What follows belongs to an exercise in optimizing a design on an open flow for small area; a production flow would make more cautious choices.
Where RTL was checked, it was by simulation tests only, not by an equivalence proof against the original.

==> 11-15 <==
// processing_element
module processing_element(activation, weight, out, clk, rst);
==> flow/config.mk <==
export PLATFORM = sky130hd
export DESIGN_NAME = processing_element
export DESIGN_NICKNAME = processing_element
export VERILOG_FILES = /design/flow/design.v
export SDC_FILE = /design/flow/constraint.sdc
export NUM_CORES = 4
export LEC_CHECK = 0
export CAP_MARGIN = 0
export CORE_MARGIN = 2
export CORE_UTILIZATION = 40
export CTS_BUF_LIST = sky130_fd_sc_hd__clkbuf_8
export GPL_TIMING_DRIVEN = 0
export SLEW_MARGIN = 0
export SYNTH_HIERARCHICAL = 1
==> flow/constraint.sdc <==
create_clock -name core_clock -period 6.5 [get_ports {clk}]
set_input_delay 1.3000 -clock core_clock [delete_from_list [all_inputs] [get_ports {clk}]]
set_output_delay 1.3000 -clock core_clock [all_outputs]
set_load 0.01 [all_outputs]
standard.sh (not shown) runs the stock make flow with config.mk's settings and CLKGATE_MAP_FILE= SYNTH_SCRIPT=/design/flow/synth_recipe.tcl, a recipe that flattens the netlist after the stock synthesis.
==> flow/flow/run.sh <==
#!/bin/bash
# Standard layout; ports buffered with a small buffer, synthesis buffers removed before placement.
set -euo pipefail
export BUFFER_PORTS_ARGS="-buffer_cell sky130_fd_sc_hd__buf_1"
export REMOVE_ABC_BUFFERS=1
export RECOVER_POWER=100
export CTS_ARGS="-sink_clustering_enable -repair_clock_nets -buf_list sky130_fd_sc_hd__clkbuf_8 -dont_use_dummy_load"
bash standard.sh > standard_flow.log 2>&1
==> 06-18 (differences from 11-15) <==
--- a/flow/flow/run.sh
+++ b/flow/flow/run.sh
@@ -1,5 +1,10 @@
 #!/bin/bash
-# Standard layout; ports buffered with a small buffer, synthesis buffers removed before placement.
+# The standard layout (standard.sh, unchanged synthesis) with a few ORFS knobs:
+#  - ports buffered with the smallest buffer instead of ORFS's default pick,
+#  - synthesis buffers removed before placement (repair_design re-buffers),
+#  - power recovery (downsizing of non-critical cells) after global routing,
+#  - CTS without dummy load cells.
+# All tool output goes to standard_flow.log here and ORFS's own logs under orfs/logs.
 set -euo pipefail
 export BUFFER_PORTS_ARGS="-buffer_cell sky130_fd_sc_hd__buf_1"
 export REMOVE_ABC_BUFFERS=1
==> qor summary <==
item	06-18	11-15
Aggregate global routing overflow	0	0
Total global routing track utilization	16.1%	16.1%
Final clock-cell share	1.44%	1.44%
Fraction of the yosys area taken by sequential cells	28.3%	28.3%
Clk sink count	112	112
Cell area after synthesis	7930 sq um	7930 sq um
TritonCTS clock tree	done	done
Run status	complete, no violations	complete, no violations
Number of input and output port buffers inserted	49	49
Count of nets after finishing	956	956
First-pass GRT wire length	26.6 mm	26.6 mm
Setup Total Neg Slack	0 ps	0 ps
Number of vias per cell	5.05	5.05
Minimum setup slack in the final design	380 ps	380 ps
Mux share of post-synthesis cell area	0%	0%
Max Transition Viols Final	0	0
Critical register-to-register path startpoint	cnt[0]	cnt[0]
R2R depth	21	21
End of the worst register-to-register path	s_n[23]	s_n[23]
Area fraction of the dominant cell type after synthesis	28.3%	28.3%
Post-Synth XOR/XNOR Area	16.0%	16.0%
Dominant cell type by area after synthesis	sky130_fd_sc_hd__dfxtp_1	sky130_fd_sc_hd__dfxtp_1
Amount of wire on met3 after detailed routing	733 um	733 um
Largest driver fanout on the critical path	22	22
Total of max-cap violations	0	0

==> trial 91: inputs <==
processing_element, a different RTL version from the one above (not shown whole).
==> flow/config.mk <==
export PLATFORM = sky130hd
export DESIGN_NAME = processing_element
export DESIGN_NICKNAME = processing_element
export VERILOG_FILES = /design/flow/design.v
export SDC_FILE = /design/flow/constraint.sdc
export NUM_CORES = 4
export LEC_CHECK = 0
export CAP_MARGIN = 0
export CORE_MARGIN = 2
export CORE_UTILIZATION = 40
export CTS_BUF_LIST = sky130_fd_sc_hd__clkbuf_8
export GPL_TIMING_DRIVEN = 0
export SLEW_MARGIN = 0
export SYNTH_HIERARCHICAL = 1
==> flow/constraint.sdc <==
create_clock -name core_clock -period 6.5 [get_ports {clk}]
set_input_delay 1.3000 -clock core_clock [delete_from_list [all_inputs] [get_ports {clk}]]
set_output_delay 1.3000 -clock core_clock [all_outputs]
set_load 0.01 [all_outputs]
==> flow/flow/run.sh <==
#!/bin/bash
# The standard layout (standard.sh, unchanged synthesis) with a few ORFS knobs:
#  - ports buffered with the smallest buffer instead of ORFS's default pick,
#  - synthesis buffers removed before placement (repair_design re-buffers),
#  - power recovery (downsizing of non-critical cells) after global routing,
#  - CTS without dummy load cells.
# All tool output goes to standard_flow.log here and ORFS's own logs under orfs/logs.
set -euo pipefail
export BUFFER_PORTS_ARGS="-buffer_cell sky130_fd_sc_hd__buf_1"
export REMOVE_ABC_BUFFERS=1
export RECOVER_POWER=100
export CTS_ARGS="-sink_clustering_enable -repair_clock_nets -buf_list sky130_fd_sc_hd__clkbuf_8 -dont_use_dummy_load"
bash standard.sh > standard_flow.log 2>&1
==> build 68: changes against trial 91 <==
--- a/flow/design.v
+++ b/flow/design.v
@@ -695,13 +695,13 @@
 wire P671;
 wire G672;
 wire P673;
 assign one1 = weight[0] ^ 1'b0;
 assign two2 = (weight[1] & ~weight[0] & ~1'b0) | (~weight[1] & weight[0] & 1'b0);
-assign none4 = ~(weight[0] ^ 1'b0);
-assign ntwo5 = ~(none4 & (weight[1] ^ weight[0]));
-assign neg3 = weight[1] & ~(none4 & weight[0]);
+assign neg3 = weight[1] & ~(weight[0] & 1'b0);
+assign none4 = ~one1;
+assign ntwo5 = ~two2;
 assign nx6 = ~(activation[0] ^ weight[1]);
 assign nx7 = ~(activation[1] ^ weight[1]);
 assign nx8 = ~(activation[2] ^ weight[1]);
 assign nx9 = ~(activation[3] ^ weight[1]);
 assign nx10 = ~(activation[4] ^ weight[1]);
@@ -714,11 +714,11 @@
 assign nx17 = ~(activation[11] ^ weight[1]);
 assign nx18 = ~(activation[12] ^ weight[1]);
 assign nx19 = ~(activation[13] ^ weight[1]);
 assign nx20 = ~(activation[14] ^ weight[1]);
 assign nx21 = ~(activation[15] ^ weight[1]);
-assign pp22 = ((~none4 & ~nx6) | (~ntwo5 & weight[1]));
+assign pp22 = ((one1 & ~nx6) | (two2 & weight[1]));
 pe_o22ai u_sel1 (.a(none4), .b(nx7), .c(ntwo5), .d(nx6), .y(pp23));
 pe_o22ai u_sel2 (.a(none4), .b(nx8), .c(ntwo5), .d(nx7), .y(pp24));
 pe_o22ai u_sel3 (.a(none4), .b(nx9), .c(ntwo5), .d(nx8), .y(pp25));
 pe_o22ai u_sel4 (.a(none4), .b(nx10), .c(ntwo5), .d(nx9), .y(pp26));
 pe_o22ai u_sel5 (.a(none4), .b(nx11), .c(ntwo5), .d(nx10), .y(pp27));
@@ -733,13 +733,13 @@
 pe_o22ai u_sel14 (.a(none4), .b(nx20), .c(ntwo5), .d(nx19), .y(pp36));
 pe_o22ai u_sel15 (.a(none4), .b(nx21), .c(ntwo5), .d(nx20), .y(pp37));
 pe_o22a u_sel16 (.a(none4), .b(nx21), .c(ntwo5), .d(nx21), .y(pp38));
 assign one39 = weight[2] ^ weight[1];
 assign two40 = (weight[3] & ~weight[2] & ~weight[1]) | (~weight[3] & weight[2] & weight[1]);
-assign none42 = ~(weight[2] ^ weight[1]);
-assign ntwo43 = ~(none42 & (weight[3] ^ weight[2]));
-assign neg41 = weight[3] & ~(none42 & weight[2]);
+assign neg41 = weight[3] & ~(weight[2] & weight[1]);
+assign none42 = ~one39;
+assign ntwo43 = ~two40;
 assign nx44 = ~(activation[0] ^ weight[3]);
 assign nx45 = ~(activation[1] ^ weight[3]);
 assign nx46 = ~(activation[2] ^ weight[3]);
 assign nx47 = ~(activation[3] ^ weight[3]);
 assign nx48 = ~(activation[4] ^ weight[3]);
@@ -752,11 +752,11 @@
 assign nx55 = ~(activation[11] ^ weight[3]);
 assign nx56 = ~(activation[12] ^ weight[3]);
 assign nx57 = ~(activation[13] ^ weight[3]);
 assign nx58 = ~(activation[14] ^ weight[3]);
 assign nx59 = ~(activation[15] ^ weight[3]);
-assign pp60 = ((~none42 & ~nx44) | (~ntwo43 & weight[3]));
+assign pp60 = ((one39 & ~nx44) | (two40 & weight[3]));
 pe_o22ai u_sel17 (.a(none42), .b(nx45), .c(ntwo43), .d(nx44), .y(pp61));
 pe_o22ai u_sel18 (.a(none42), .b(nx46), .c(ntwo43), .d(nx45), .y(pp62));
 pe_o22ai u_sel19 (.a(none42), .b(nx47), .c(ntwo43), .d(nx46), .y(pp63));
 pe_o22ai u_sel20 (.a(none42), .b(nx48), .c(ntwo43), .d(nx47), .y(pp64));
 pe_o22ai u_sel21 (.a(none42), .b(nx49), .c(ntwo43), .d(nx48), .y(pp65));
@@ -771,13 +771,13 @@
 pe_o22ai u_sel30 (.a(none42), .b(nx58), .c(ntwo43), .d(nx57), .y(pp74));
 pe_o22ai u_sel31 (.a(none42), .b(nx59), .c(ntwo43), .d(nx58), .y(pp75));
 pe_o22a u_sel32 (.a(none42), .b(nx59), .c(ntwo43), .d(nx59), .y(pp76));
 assign one77 = weight[4] ^ weight[3];
 assign two78 = (weight[5] & ~weight[4] & ~weight[3]) | (~weight[5] & weight[4] & weight[3]);
-assign none80 = ~(weight[4] ^ weight[3]);
-assign ntwo81 = ~(none80 & (weight[5] ^ weight[4]));
-assign neg79 = weight[5] & ~(none80 & weight[4]);
+assign neg79 = weight[5] & ~(weight[4] & weight[3]);
+assign none80 = ~one77;
+assign ntwo81 = ~two78;
 assign nx82 = ~(activation[0] ^ weight[5]);
 assign nx83 = ~(activation[1] ^ weight[5]);
 assign nx84 = ~(activation[2] ^ weight[5]);
 assign nx85 = ~(activation[3] ^ weight[5]);
 assign nx86 = ~(activation[4] ^ weight[5]);
@@ -790,11 +790,11 @@
 assign nx93 = ~(activation[11] ^ weight[5]);
 assign nx94 = ~(activation[12] ^ weight[5]);
 assign nx95 = ~(activation[13] ^ weight[5]);
 assign nx96 = ~(activation[14] ^ weight[5]);
 assign nx97 = ~(activation[15] ^ weight[5]);
-assign pp98 = ((~none80 & ~nx82) | (~ntwo81 & weight[5]));
+assign pp98 = ((one77 & ~nx82) | (two78 & weight[5]));
 pe_o22ai u_sel33 (.a(none80), .b(nx83), .c(ntwo81), .d(nx82), .y(pp99));
 pe_o22ai u_sel34 (.a(none80), .b(nx84), .c(ntwo81), .d(nx83), .y(pp100));
 pe_o22ai u_sel35 (.a(none80), .b(nx85), .c(ntwo81), .d(nx84), .y(pp101));
 pe_o22ai u_sel36 (.a(none80), .b(nx86), .c(ntwo81), .d(nx85), .y(pp102));
 pe_o22ai u_sel37 (.a(none80), .b(nx87), .c(ntwo81), .d(nx86), .y(pp103));
@@ -809,13 +809,13 @@
 pe_o22ai u_sel46 (.a(none80), .b(nx96), .c(ntwo81), .d(nx95), .y(pp112));
 pe_o22ai u_sel47 (.a(none80), .b(nx97), .c(ntwo81), .d(nx96), .y(pp113));
 pe_o22a u_sel48 (.a(none80), .b(nx97), .c(ntwo81), .d(nx97), .y(pp114));
 assign one115 = weight[6] ^ weight[5];
 assign two116 = (weight[7] & ~weight[6] & ~weight[5]) | (~weight[7] & weight[6] & weight[5]);
-assign none118 = ~(weight[6] ^ weight[5]);
-assign ntwo119 = ~(none118 & (weight[7] ^ weight[6]));
-assign neg117 = weight[7] & ~(none118 & weight[6]);
+assign neg117 = weight[7] & ~(weight[6] & weight[5]);
+assign none118 = ~one115;
+assign ntwo119 = ~two116;
 assign nx120 = ~(activation[0] ^ weight[7]);
 assign nx121 = ~(activation[1] ^ weight[7]);
 assign nx122 = ~(activation[2] ^ weight[7]);
 assign nx123 = ~(activation[3] ^ weight[7]);
 assign nx124 = ~(activation[4] ^ weight[7]);
@@ -828,11 +828,11 @@
 assign nx131 = ~(activation[11] ^ weight[7]);
 assign nx132 = ~(activation[12] ^ weight[7]);
 assign nx133 = ~(activation[13] ^ weight[7]);
 assign nx134 = ~(activation[14] ^ weight[7]);
 assign nx135 = ~(activation[15] ^ weight[7]);
-assign pp136 = ((~none118 & ~nx120) | (~ntwo119 & weight[7]));
+assign pp136 = ((one115 & ~nx120) | (two116 & weight[7]));
 pe_o22ai u_sel49 (.a(none118), .b(nx121), .c(ntwo119), .d(nx120), .y(pp137));
 pe_o22ai u_sel50 (.a(none118), .b(nx122), .c(ntwo119), .d(nx121), .y(pp138));
 pe_o22ai u_sel51 (.a(none118), .b(nx123), .c(ntwo119), .d(nx122), .y(pp139));
 pe_o22ai u_sel52 (.a(none118), .b(nx124), .c(ntwo119), .d(nx123), .y(pp140));
 pe_o22ai u_sel53 (.a(none118), .b(nx125), .c(ntwo119), .d(nx124), .y(pp141));
@@ -847,13 +847,13 @@
 pe_o22ai u_sel62 (.a(none118), .b(nx134), .c(ntwo119), .d(nx133), .y(pp150));
 pe_o22ai u_sel63 (.a(none118), .b(nx135), .c(ntwo119), .d(nx134), .y(pp151));
 pe_o22a u_sel64 (.a(none118), .b(nx135), .c(ntwo119), .d(nx135), .y(pp152));
 assign one153 = weight[8] ^ weight[7];
 assign two154 = (weight[9] & ~weight[8] & ~weight[7]) | (~weight[9] & weight[8] & weight[7]);
-assign none156 = ~(weight[8] ^ weight[7]);
-assign ntwo157 = ~(none156 & (weight[9] ^ weight[8]));
-assign neg155 = weight[9] & ~(none156 & weight[8]);
+assign neg155 = weight[9] & ~(weight[8] & weight[7]);
+assign none156 = ~one153;
+assign ntwo157 = ~two154;
 assign nx158 = ~(activation[0] ^ weight[9]);
 assign nx159 = ~(activation[1] ^ weight[9]);
 assign nx160 = ~(activation[2] ^ weight[9]);
 assign nx161 = ~(activation[3] ^ weight[9]);
 assign nx162 = ~(activation[4] ^ weight[9]);
@@ -866,11 +866,11 @@
 assign nx169 = ~(activation[11] ^ weight[9]);
 assign nx170 = ~(activation[12] ^ weight[9]);
 assign nx171 = ~(activation[13] ^ weight[9]);
 assign nx172 = ~(activation[14] ^ weight[9]);
 assign nx173 = ~(activation[15] ^ weight[9]);
-assign pp174 = ((~none156 & ~nx158) | (~ntwo157 & weight[9]));
+assign pp174 = ((one153 & ~nx158) | (two154 & weight[9]));
 pe_o22ai u_sel65 (.a(none156), .b(nx159), .c(ntwo157), .d(nx158), .y(pp175));
 pe_o22ai u_sel66 (.a(none156), .b(nx160), .c(ntwo157), .d(nx159), .y(pp176));
 pe_o22ai u_sel67 (.a(none156), .b(nx161), .c(ntwo157), .d(nx160), .y(pp177));
 pe_o22ai u_sel68 (.a(none156), .b(nx162), .c(ntwo157), .d(nx161), .y(pp178));
 pe_o22ai u_sel69 (.a(none156), .b(nx163), .c(ntwo157), .d(nx162), .y(pp179));
@@ -884,13 +884,13 @@
 pe_o22ai u_sel77 (.a(none156), .b(nx171), .c(ntwo157), .d(nx170), .y(pp187));
 pe_o22ai u_sel78 (.a(none156), .b(nx172), .c(ntwo157), .d(nx171), .y(pp188));
 pe_o22ai u_sel79 (.a(none156), .b(nx173), .c(ntwo157), .d(nx172), .y(pp189));
 assign one190 = weight[10] ^ weight[9];
 assign two191 = (weight[11] & ~weight[10] & ~weight[9]) | (~weight[11] & weight[10] & weight[9]);
-assign none193 = ~(weight[10] ^ weight[9]);
-assign ntwo194 = ~(none193 & (weight[11] ^ weight[10]));
-assign neg192 = weight[11] & ~(none193 & weight[10]);
+assign neg192 = weight[11] & ~(weight[10] & weight[9]);
+assign none193 = ~one190;
+assign ntwo194 = ~two191;
 assign nx195 = ~(activation[0] ^ weight[11]);
 assign nx196 = ~(activation[1] ^ weight[11]);
 assign nx197 = ~(activation[2] ^ weight[11]);
 assign nx198 = ~(activation[3] ^ weight[11]);
 assign nx199 = ~(activation[4] ^ weight[11]);
@@ -901,11 +901,11 @@
 assign nx204 = ~(activation[9] ^ weight[11]);
 assign nx205 = ~(activation[10] ^ weight[11]);
 assign nx206 = ~(activation[11] ^ weight[11]);
 assign nx207 = ~(activation[12] ^ weight[11]);
 assign nx208 = ~(activation[13] ^ weight[11]);
-assign pp209 = ((~none193 & ~nx195) | (~ntwo194 & weight[11]));
+assign pp209 = ((one190 & ~nx195) | (two191 & weight[11]));
 pe_o22ai u_sel80 (.a(none193), .b(nx196), .c(ntwo194), .d(nx195), .y(pp210));
 pe_o22ai u_sel81 (.a(none193), .b(nx197), .c(ntwo194), .d(nx196), .y(pp211));
 pe_o22ai u_sel82 (.a(none193), .b(nx198), .c(ntwo194), .d(nx197), .y(pp212));
 pe_o22ai u_sel83 (.a(none193), .b(nx199), .c(ntwo194), .d(nx198), .y(pp213));
 pe_o22ai u_sel84 (.a(none193), .b(nx200), .c(ntwo194), .d(nx199), .y(pp214));
@@ -917,13 +917,13 @@
 pe_o22ai u_sel90 (.a(none193), .b(nx206), .c(ntwo194), .d(nx205), .y(pp220));
 pe_o22ai u_sel91 (.a(none193), .b(nx207), .c(ntwo194), .d(nx206), .y(pp221));
 pe_o22ai u_sel92 (.a(none193), .b(nx208), .c(ntwo194), .d(nx207), .y(pp222));
 assign one223 = weight[12] ^ weight[11];
 assign two224 = (weight[13] & ~weight[12] & ~weight[11]) | (~weight[13] & weight[12] & weight[11]);
-assign none226 = ~(weight[12] ^ weight[11]);
-assign ntwo227 = ~(none226 & (weight[13] ^ weight[12]));
-assign neg225 = weight[13] & ~(none226 & weight[12]);
+assign neg225 = weight[13] & ~(weight[12] & weight[11]);
+assign none226 = ~one223;
+assign ntwo227 = ~two224;
 assign nx228 = ~(activation[0] ^ weight[13]);
 assign nx229 = ~(activation[1] ^ weight[13]);
 assign nx230 = ~(activation[2] ^ weight[13]);
 assign nx231 = ~(activation[3] ^ weight[13]);
 assign nx232 = ~(activation[4] ^ weight[13]);
@@ -932,11 +932,11 @@
 assign nx235 = ~(activation[7] ^ weight[13]);
 assign nx236 = ~(activation[8] ^ weight[13]);
 assign nx237 = ~(activation[9] ^ weight[13]);
 assign nx238 = ~(activation[10] ^ weight[13]);
 assign nx239 = ~(activation[11] ^ weight[13]);
-assign pp240 = ((~none226 & ~nx228) | (~ntwo227 & weight[13]));
+assign pp240 = ((one223 & ~nx228) | (two224 & weight[13]));
 pe_o22ai u_sel93 (.a(none226), .b(nx229), .c(ntwo227), .d(nx228), .y(pp241));
 pe_o22ai u_sel94 (.a(none226), .b(nx230), .c(ntwo227), .d(nx229), .y(pp242));
 pe_o22ai u_sel95 (.a(none226), .b(nx231), .c(ntwo227), .d(nx230), .y(pp243));
 pe_o22ai u_sel96 (.a(none226), .b(nx232), .c(ntwo227), .d(nx231), .y(pp244));
 pe_o22ai u_sel97 (.a(none226), .b(nx233), .c(ntwo227), .d(nx232), .y(pp245));
@@ -946,24 +946,24 @@
 pe_o22ai u_sel101 (.a(none226), .b(nx237), .c(ntwo227), .d(nx236), .y(pp249));
 pe_o22ai u_sel102 (.a(none226), .b(nx238), .c(ntwo227), .d(nx237), .y(pp250));
 pe_o22ai u_sel103 (.a(none226), .b(nx239), .c(ntwo227), .d(nx238), .y(pp251));
 assign one252 = weight[14] ^ weight[13];
 assign two253 = (weight[15] & ~weight[14] & ~weight[13]) | (~weight[15] & weight[14] & weight[13]);
-assign none255 = ~(weight[14] ^ weight[13]);
-assign ntwo256 = ~(none255 & (weight[15] ^ weight[14]));
-assign neg254 = weight[15] & ~(none255 & weight[14]);
+assign neg254 = weight[15] & ~(weight[14] & weight[13]);
+assign none255 = ~one252;
+assign ntwo256 = ~two253;
 assign nx257 = ~(activation[0] ^ weight[15]);
 assign nx258 = ~(activation[1] ^ weight[15]);
 assign nx259 = ~(activation[2] ^ weight[15]);
 assign nx260 = ~(activation[3] ^ weight[15]);
 assign nx261 = ~(activation[4] ^ weight[15]);
 assign nx262 = ~(activation[5] ^ weight[15]);
 assign nx263 = ~(activation[6] ^ weight[15]);
 assign nx264 = ~(activation[7] ^ weight[15]);
 assign nx265 = ~(activation[8] ^ weight[15]);
 assign nx266 = ~(activation[9] ^ weight[15]);
-assign pp267 = ((~none255 & ~nx257) | (~ntwo256 & weight[15]));
+assign pp267 = ((one252 & ~nx257) | (two253 & weight[15]));
 pe_o22ai u_sel104 (.a(none255), .b(nx258), .c(ntwo256), .d(nx257), .y(pp268));
 pe_o22ai u_sel105 (.a(none255), .b(nx259), .c(ntwo256), .d(nx258), .y(pp269));
 pe_o22ai u_sel106 (.a(none255), .b(nx260), .c(ntwo256), .d(nx259), .y(pp270));
 pe_o22ai u_sel107 (.a(none255), .b(nx261), .c(ntwo256), .d(nx260), .y(pp271));
 pe_o22ai u_sel108 (.a(none255), .b(nx262), .c(ntwo256), .d(nx261), .y(pp272));
--- a/flow/flow/run.sh
+++ b/flow/flow/run.sh
@@ -7,7 +7,8 @@
 # All tool output goes to standard_flow.log here and ORFS's own logs under orfs/logs.
 set -euo pipefail
 export BUFFER_PORTS_ARGS="-buffer_cell sky130_fd_sc_hd__buf_1"
 export REMOVE_ABC_BUFFERS=1
 export RECOVER_POWER=100
+export SKIP_CTS_REPAIR_TIMING=1
 export CTS_ARGS="-sink_clustering_enable -repair_clock_nets -buf_list sky130_fd_sc_hd__clkbuf_8 -dont_use_dummy_load"
 bash standard.sh > standard_flow.log 2>&1
==> comparison table <==
|  | build 68 | trial 91 |
|---|---|---|
| Buffer count excluding the clock tree in the final layout | 52 | 50 |
| Post-route core utilization | 43.6% | 43.6% |
| Cells after synthesis | 724 | 720 |
| Status | complete, no violations | complete, no violations |
| Routability Congestion | 0.862 | 0.860 |
| Number of vias after detailed routing | 5102 | 5016 |
| Effective utilization at floorplan | 40.6% | 40.4% |
| Fmax | 0.161 GHz | 0.158 GHz |
| Total wire length after detailed routing | 15.3 mm | 15.1 mm |
| Net count reported at finish | 925 | 921 |
| Combined area of the multi-input logic cells | 5390 um^2 | 5370 um^2 |
No functional check of the RTL was part of trial 91.

re-timing with driven ports:
The flow's constraints put no driver on any port. The routed layouts listed below were extracted and timed again, unchanged, in two steps.
Step 1, drivers: a clkbuf_16 drives clk and a buf_2 each remaining input, both assumed.
Step 2, shift: input delay + t, output delay - t, t = (earliest + latest rising clock arrival at the registers) / 2. This alone moves slack from input paths to output paths.
Three values: ideal ports, drivers, drivers and shift; two values: the first two.
run	t (ns)	setup WS [ns]	hold slack, ns	worst setup path after step 2	worst data-port slew with drivers (ns)
11-15	0.380	0.380 / 0.397 / 0.017	0.320 / 0.320 / 0.320	input to register	0.03
06-18	0.380	0.380 / 0.397 / 0.017	0.320 / 0.320 / 0.320	input to register	0.03
trial 91	0.381	0.167 / 0.180 / -0.201	0.312 / 0.312 / 0.312	input to register	0.04
build 68	0.383	0.274 / 0.278 / -0.105	0.301 / 0.301 / 0.301	input to register	0.04
Met with ideal ports but missed after step 2: setup timing in trial 91 and build 68. The setup slack of build 68, which loses most, moves by +0.004 ns with the drivers and by -0.379 ns with both steps.
